This design comes from an exercise in tuning for small area on the open sky130 flow, not from production work.
Function was checked by simulation only, so behaviour that the tests miss may differ from the original.

==> flow/design.v (outline; a module is shown in full before it is edited, if it fits) <==
// module iir_inv: 3 lines
// module iir_fa: 4 lines
// module iir_sec1: 387 lines
// module iir_sec2: 336 lines
// module iir_sec3: 366 lines
// module iir_top: 35 lines
module iir_top
    (
        output signed [8:0] o_sample,
        input  signed [8:0] i_sample,
        input               i_reset,
        input               clock
    );
  // ...
==> flow/run.sh <==
#!/bin/bash
# synth_recipe.tcl (not shown) runs the flow's synth.tcl, then flattens the netlist and writes it again
# the make line also repeats each setting of config.mk as NAME=value (left out here)
make -C /OpenROAD-flow-scripts/flow DESIGN_CONFIG=/design/flow/config.mk WORK_HOME=/design/flow/orfs CLKGATE_MAP_FILE= SYNTH_SCRIPT=/design/flow/synth_recipe.tcl finish
==> flow/config.mk <==
export PLATFORM = sky130hd
export DESIGN_NAME = iir_top
export DESIGN_NICKNAME = iir_top
export VERILOG_FILES = /design/flow/design.v
export SDC_FILE = /design/flow/constraint.sdc
export NUM_CORES = 4
export LEC_CHECK = 0
export CAP_MARGIN = 20
export CORE_MARGIN = 2
export CORE_UTILIZATION = 40
export CTS_BUF_LIST = sky130_fd_sc_hd__clkbuf_8
export SLEW_MARGIN = 20
export SYNTH_HIERARCHICAL = 1
export SYNTH_MINIMUM_KEEP_SIZE = 0
==> flow/constraint.sdc <==
create_clock -name core_clock -period 45.0 [get_ports {clock}]
set_input_delay 9.0000 -clock core_clock [delete_from_list [all_inputs] [get_ports {clock}]]
set_output_delay 9.0000 -clock core_clock [all_outputs]
set_load 0.01 [all_outputs]
==> flow_metrics.py, run 1 <==
metrics = {
    "hold_path": {
        "min_from": "x1n[4]",
        "min_to": "x2[4]",
    },
    "detailed_routing": {
        "ant_nets": 0,
        "drc_errors": 0,
        "vias_per_cell": 4.74,
        "wl_met1_mm": 18.0,
        "drt-initial-drc-count": 522,
        "routed-wl-met2_mm": 25.9,
    },
    "final_layout": {
        "seq_cells": 158,
        "diodes": 0,
        "fin_util": 0.432,
        "comb.multi_input.count": 1108,
        "largest_class": "multi-input gates",
        "fillers": 4879,
        "multi_input_area_share": 0.738,
        "multiInputGateArea_um2": 16800,
        "nets": 2470,
        "most-common-layout-cells": "fa_1, inv_1, dfxtp_1",
        "sh_seq_area": 0.139,
    },
    "placement": {
        "dp_slack_ps": 5610,
        "gp_congestion": 0.862,
        "dpl_cell_area_um2": 22400,
        "dp_hpwl_mm": 41.5,
    },
    "global_routing": {
        "grt_overflow": 0,
        "grt_pass1_wl_mm": 78.0,
    },
    "synthesis": {
        "async_reset_ff_frac": 0,
        "synth_nets": 2449,
        "synth.cell_area_um2": 21500,
        "ys_seq_area_frac": 0.147,
        "synth_cells": 1637,
    },
    "sta": {
        "holdWs_ps": 406,
        "setup_slack_ps": 5480,
        "fin_skew_ps": 17.2,
        "rsz0062_at_grt": "false",
        "relSlewSlack": 0.440,
    },
    "clocking": {
        "ctsResizeCount": 0,
        "cts-root-buf": "clkbuf_8",
        "ctsHoldBuffers": 0,
        "cts_max_level": 4,
    },
    "outcome": {
        "status": "complete, no violations",
    },
    "setup_path": {
        "slowest_delay_ps": 540,
    },
}
==> run 2, diff against run 1 <==
--- a/flow/config.mk
+++ b/flow/config.mk
@@ -8,7 +8,6 @@
 export CAP_MARGIN = 20
 export CORE_MARGIN = 2
 export CORE_UTILIZATION = 40
-export CTS_BUF_LIST = sky130_fd_sc_hd__clkbuf_8
 export SLEW_MARGIN = 20
 export SYNTH_HIERARCHICAL = 1
 export SYNTH_MINIMUM_KEEP_SIZE = 0
==> run 2 against run 1 <==
Highest routed layer unchanged. Still clean on timing, DRC and antenna. Area after synthesis stayed put. Global-route usage is 0.15 points higher.
==> flow_metrics.py, run 2 <==
metrics = {
    "setup_path": {
        "critPathCaptureType": "primary output",
        "critical_path.endpoint": "o_sample[7]",
        "crit_fanout": 8,
        "critical_path_arrival_ps": 30460,
        "required_ps": 36000,
        "crit_start": "ya1[1]",
        "slowest_delay_ps": 540,
        "startpoint_type": "flop",
        "ff2ff_path_depth": 113,
        "worst_r2r_startpoint": "ya1[1]",
        "slowest_stage": "clkdlybuf4s50_1",
        "worst_r2r_endpoint": "yc1[22]",
        "path_class": "reg2out",
        "crit_path_frequent_cell": "fa_1",
        "r2r_setup_slack_ps": 15680,
    },
    "detailed_routing": {
        "via_count": 11200,
        "drc_errors": 0,
        "dr.pass1.iters": 4,
        "ant_nets": 0,
        "drt-initial-drc-count": 424,
        "vias_per_cell": 4.76,
        "totalWireLength_mm": 46.5,
        "wl_per_cell_um": 19.7,
    },
    "die": {
        "coreArea_um2": 52800,
        "die_height_um": 236,
        "io_pins": 20,
        "die-width_um": 236,
        "start_util": 0.407,
        "row_count": 84,
        "dieArea_um2": 55500,
    },
    "clocking": {
        "clock_latency_ps": 450,
        "clkTransAtPathRegs_ps": 70,
        "cts-buffers-inserted": 17,
        "clock_sinks": 158,
        "ctsHoldBuffers": 0,
        "cts_max_level": 4,
        "cts_tree": "yes",
        "cts_setup_buffers": 0,
        "cts-root-buf": "clkbuf_16",
        "clock_path_buffers": 2,
        "ctsResizeCount": 0,
    },
    "placement": {
        "dp_slack_ps": 5610,
        "dp_hpwl_mm": 41.5,
        "port_buffers": 19,
        "gp_congestion": 0.862,
    },
    "hold_path": {
        "hp-class": "reg2reg",
    },
    "job": {
        "maxCapViolations": 0,
    },
    "global_routing": {
        "antenna_found_initial": 0,
        "grt_pass1_vias": 14200,
        "grt.total_usage": 0.188,
        "grt_max_degree": 65,
        "grt_pass1_wl_mm": 78.5,
        "grt_overflow": 0,
    },
    "final_layout": {
        "multiInputGateArea_um2": 16800,
        "layout-drive-gt1-share": 0.0323,
        "nets": 2470,
        "seq_area_um2": 3160,
        "reg.largest.list": "ya1 x24, ya2 x24",
        "synthToLayoutAreaGrowth_pct": 7.20,
        "diodes": 0,
        "fillers": 4856,
        "most-common-layout-cells": "fa_1, inv_1, dfxtp_1",
        "final_common_cell": "fa_1",
    },
    "sta": {
        "fin_crit_ps": 39460,
        "fin_skew_ps": 14.7,
        "relSlewSlack": 0.453,
        "finalSetupTns_ps": 0,
        "rsz0062_at_grt": "false",
        "hold_viol_final": 0,
        "finalSetupViolations": 0,
        "setup_slack_ps": 5540,
        "max_slew.worst_pin.slew_ps": 820,
        "maxSlewViolCount": 0,
        "fmax_mhz": 25.3,
        "post-route-period-util": 0.877,
    },
    "synthesis": {
        "synth_cell_types": 50,
        "avgSynthCellArea_um2": 13.1,
        "ys_top_cells_by_count": "fa_1, inv_1, dfxtp_1",
        "synth_ff_type": "dfxtp_1",
        "synth.cell_area_um2": 21500,
        "synth_top_cell_by_area": "fa_1",
        "ys_warn_count": 7,
        "synth_edf_count": 0,
        "async_reset_ff_frac": 0,
        "synth_cells": 1637,
        "ys_seq_area_frac": 0.147,
        "synth.area.top_cells": "fa_1, dfxtp_1, inv_1, ha_1, nand2_1",
        "synth_nets": 2449,
        "synth_top_area_frac": 0.649,
        "ys_ff_latch": 158,
        "yosysMostFrequentCell": "fa_1",
    },
    "outcome": {
        "status": "complete, no violations",
    },
}
==> run 2: cell type report <==
cell class              count  area share
multi-input cells        1108       0.732
repair buffers             21     0.00881
clock buffers              18      0.0187
well taps                 688      0.0374
clock inverters            14     0.00800
flip-flops and latches    158       0.138
inverters                 352      0.0574
==> run 2: modules after synthesis (local to each module, per instance) <==
module | cell area [um2] | cells inside | flops+latches
iir_top | 4160 | 375 | 158
iir_sec3 | 1240 | 210 | 0
iir_fa | 20.0 | 1 | 0
iir_sec2 | 820 | 133 | 0
iir_sec1 | 1300 | 222 | 0
iir_inv | 3.75 | 1 | 0
==> run 2: metrics by stage <==
stage	utilization	cell area, um2	hold WS [ps]	instances
6_report	0.436	23000	401	2359
5_1_grt	0.436	23000	429	2359
4_1_cts	0.436	23000	405	2359
3_5_place_dp	0.424	22400	394	2327
3_3_place_gp	0.424	22400	391	2327
2_1_floorplan	-	21500	383	1637
==> run 2: how the worst min path moves through the flow <==
stage / to / startpoint / cells past startpoint / slack (ps)
6_report: x2[4] / x1n[4] / 1 / 400
4_1_cts: x2[4] / x1n[4] / 1 / 410
2_1_floorplan: yc2[19] / yc1[19] / 1 / 380
3_5_place_dp: x2[4] / x1n[4] / 1 / 390
5_1_grt: x2[3] / x1n[3] / 1 / 430
3_3_place_gp: x2[5] / x1n[5] / 1 / 390
==> run 2: logic make-up after synthesis <==
logic type	synth area share
fa+ha+maj	0.714
simple gates	0.0551
compound gates	0.0142
xor+xnor	0.00204
flops	0.147
buf+inv	0.0678
==> run 2: per-layer routing <==
layer  GRT usage  vias up  share of wire  wire [um]
met4      0.0510        0          0.023       1080
met5           0        -              0          0
met1       0.228     6176           0.38      17800
li1            -     4813              -          -
met3      0.0250       56          0.028       1280
met2       0.350      188           0.57      26300
==> run 2: worst max-delay path: cells and delay by family, from the launching register on <==
kind	cells	cell delay (ps)
simple gates	5	970
buf+inv	22	1800
fa+ha+maj	85	25980
compound gates	1	340
xor+xnor	2	450
flops	1	390

-- port drivers added, routing unchanged --
How much do the figures lean on ideal ports? The routed layouts below were timed once more, with nothing changed but the port constraints.
Step 1: set_driving_cell puts a clkbuf_16 on clock and a buf_2 on each other input, an assumption about the parent block.
Step 2, shift: input delay + t, output delay - t, t = (earliest + latest rising clock arrival at the registers) / 2. This alone moves slack from input paths to output paths.
Slacks: ideal ports / drivers / drivers and shift; pairs: ideal ports / drivers.
run	shift t [ns]	setup slack, ns	worst register clock-pin slew, ns	cell pins on the clock port's net
run 1	0.534	5.482 / 5.436 / 5.835	0.10 / 0.10	1
run 2	0.494	5.538 / 5.488 / 5.823	0.07 / 0.07	1
After both steps setup and hold are still met in every run listed.
